This design comes from an exercise in tuning for small area on the open sky130 flow, not from production work.
In this exercise RTL edits were held to simulation tests only and were not proved equivalent to the original.
No activity file was given, so power comes from the tool's default toggle rates.

==> job 2400 <==
Design LMC, start of the top module:
module LMC (reset_n, pclk, generation, data_valid, data, d_k_in, MUXSyncHeader, PIPEWIDTH, data_valid_out_1, data_valid_out_2, data_valid_out_3, data_valid_out_4, data_valid_out_5, data_valid_out_6, data_valid_out_7, data_valid_out_8, data_valid_out_9, data_valid_out_10, data_valid_out_11, data_valid_out_12, data_valid_out_13, data_valid_out_14, data_valid_out_15, data_valid_out_16, d_k_out_1, d_k_out_2, d_k_out_3, d_k_out_4, d_k_out_5, d_k_out_6, d_k_out_7, d_k_out_8, d_k_out_9, d_k_out_10, d_k_out_11, d_k_out_12, d_k_out_13, d_k_out_14, d_k_out_15, d_k_out_16, dataout_1, dataout_2, dataout_3, dataout_4, dataout_5, dataout_6, dataout_7, dataout_8, dataout_9, dataout_10, dataout_11, dataout_12, dataout_13, dataout_14, dataout_15, dataout_16, LMCSyncHeader_1, LMCSyncHeader_2, LMCSyncHeader_3, LMCSyncHeader_4, LMCSyncHeader_5, LMCSyncHeader_6, LMCSyncHeader_7, LMCSyncHeader_8, LMCSyncHeader_9, LMCSyncHeader_10, LMCSyncHeader_11, LMCSyncHeader_12, LMCSyncHeader_13, LMCSyncHeader_14, LMCSyncHeader_15, LMCSyncHeader_16);
input reset_n, pclk;
input [2:0] generation;
input [63:0] data_valid;
input [511:0] data;
input [63:0] d_k_in;
input MUXSyncHeader;
output data_valid_out_1, data_valid_out_2, data_valid_out_3, data_valid_out_4, data_valid_out_5, data_valid_out_6, data_valid_out_7, data_valid_out_8, data_valid_out_9, data_valid_out_10, data_valid_out_11, data_valid_out_12, data_valid_out_13, data_valid_out_14, data_valid_out_15, data_valid_out_16;
output [31:0] dataout_1, dataout_2, dataout_3, dataout_4, dataout_5, dataout_6, dataout_7, dataout_8, dataout_9, dataout_10, dataout_11, dataout_12, dataout_13, dataout_14, dataout_15, dataout_16;
output [3:0] d_k_out_1, d_k_out_2, d_k_out_3, d_k_out_4, d_k_out_5, d_k_out_6, d_k_out_7, d_k_out_8, d_k_out_9, d_k_out_10, d_k_out_11, d_k_out_12, d_k_out_13, d_k_out_14, d_k_out_15, d_k_out_16;
output [5:0] PIPEWIDTH;
output [1:0] LMCSyncHeader_1, LMCSyncHeader_2, LMCSyncHeader_3, LMCSyncHeader_4, LMCSyncHeader_5, LMCSyncHeader_6, LMCSyncHeader_7, LMCSyncHeader_8, LMCSyncHeader_9, LMCSyncHeader_10, LMCSyncHeader_11, LMCSyncHeader_12, LMCSyncHeader_13, LMCSyncHeader_14, LMCSyncHeader_15, LMCSyncHeader_16;
wire w16 = ~generation[2] & generation[1];
wire w32 = generation[2] & ~generation[1];
wire w8  = ~w16 & ~w32;
assign PIPEWIDTH = {w32, w16, w8, 3'b000};
wire g3 = generation[2] | (generation[1] & generation[0]);
  ...
Settings: LEC_CHECK=0, CAP_MARGIN=20, CORE_AREA=5 5 375 375, DIE_AREA=0 0 380 380, PLACE_DENSITY=0.45, SLEW_MARGIN=20, SYNTH_HIERARCHICAL=1; clock period 5.0 ns.
standard.sh (not shown) runs the stock make flow with config.mk's settings and CLKGATE_MAP_FILE= SYNTH_SCRIPT=/design/flow/synth_recipe.tcl, a recipe that flattens the netlist after the stock synthesis.
==> flow/flow/run.sh <==
#!/bin/bash
# Layout: the standard flow (standard synthesis included), with the smallest
# buffer on each port and a clock tree of smaller buffers without dummy loads.
set -euo pipefail
export BUFFER_PORTS_ARGS="-buffer_cell sky130_fd_sc_hd__buf_1"
export CTS_ARGS="-sink_clustering_enable -repair_clock_nets -dont_use_dummy_load -sink_clustering_size 15 -sink_clustering_max_diameter 80 -buf_list {sky130_fd_sc_hd__clkbuf_8}"
bash standard.sh > standard_flow.log 2>&1
==> job 2554 (differences from job 2400) <==
==> flow/flow/run.sh (replaced) <==
#!/bin/bash
# Layout: the standard flow (standard synthesis included), with the smallest
# buffer on each port and a clock tree of smaller buffers without dummy loads.
set -euo pipefail
export BUFFER_PORTS_ARGS="-buffer_cell sky130_fd_sc_hd__buf_1"
export CTS_ARGS="-sink_clustering_enable -repair_clock_nets -dont_use_dummy_load -sink_clustering_size 12 -sink_clustering_max_diameter 80 -buf_list {sky130_fd_sc_hd__clkbuf_8}"
bash standard.sh > standard_flow.log 2>&1
PLACE_DENSITY = unset   (was 0.45)
==> job 5501 (differences from job 2400) <==
PLACE_DENSITY = 0.3   (was 0.45)
==> qor summary <==
                                                                          job 2400       job 5501       job 2554
Outcome                                           no timing/DRC/antenna violations  no timing/DRC/antenna violations  no timing/DRC/antenna violations
Sum of routed wire length over all layers                                   156 mm         159 mm         166 mm
Area of the multi-input gates                                        0.00828 sq mm  0.00827 sq mm  0.00829 sq mm
Half-perimeter wire length after detailed placement                         120 mm         119 mm         133 mm
Routed length on met2                                                      73.1 mm        80.2 mm        76.0 mm
Sw power                                                                   3.56 mW        3.59 mW        3.66 mW
Routability-driven placement congestion ratio                                0.879          0.824          0.935
P_clk                                                                      2.60 mW        2.80 mW        2.74 mW
Number of buffers added by the clock tree synthesis step                        50             56             57
Sequential cell area share                                                   0.463          0.464          0.459
Sw Share                                                                     0.348          0.347          0.350
Number of nets in the final layout                                            3772           3772           3792
Seq. cell area                                                        0.0146 sq mm   0.0146 sq mm   0.0146 sq mm
Number of detailed-routing iterations run before antenna repair                 10              7             10
Minimum setup slack among reg-to-reg paths                                 3240 ps        3150 ps        3260 ps
Final cell count without fillers                                              4917           4920           4944
Actual slew at the worst max-slew pin                                      1080 ps        1030 ps        1060 ps
Met1 layer wirelength in the final routing                                 61.9 mm        62.0 mm        61.2 mm
Met2 Resource Use GR                                                         0.335          0.372          0.348
Part of the cycle the worst path needs                                       0.828          0.786          0.749
DR WL met3                                                                 15.8 mm        12.1 mm        20.9 mm
Final critical delay including setup and external delays                   4140 ps        3930 ps        3740 ps
Cell area after placement                                             0.0308 sq mm   0.0307 sq mm   0.0310 sq mm
Share of final-layout standard cells stronger than drive strength 1         0.0615         0.0596         0.0678
FMAX                                                                       242 MHz        254 MHz        267 MHz
Number of antenna violations at the first check in global routing               36             52             63
Vias per Instance                                                             4.91           4.81           5.05

==> afterwards: timing with drivers on the ports <==
In the flow no input, the clock included, has a driving cell. The finished layouts below were timed again as built, in two steps.
Step 1: set_driving_cell puts a clkbuf_16 on pclk and a buf_2 on each other input, an assumption about the parent block.
Step 2 adds t to the input delays and takes it off the output delays; t is the mean of the earliest and latest rising clock arrival at the registers after step 1. Input paths then give back, and output paths get back, about the clock's delay inside the block.
Slacks: no drivers / after step 1 / after step 2; pairs: no drivers / after step 1.
run | t, ns | setup slack, ns | pins driven straight from the clock port
job 2400 | 0.756 | 0.861 / 0.877 / 0.121 | 1
job 2554 | 0.769 | 1.256 / 1.162 / 0.393 | 1
job 5501 | 0.793 | 1.068 / 1.030 / 0.236 | 1
After both steps setup and hold are still met in every run listed. The setup slack of job 2554, which loses most, moves by -0.094 ns with the drivers and by -0.863 ns with both steps.
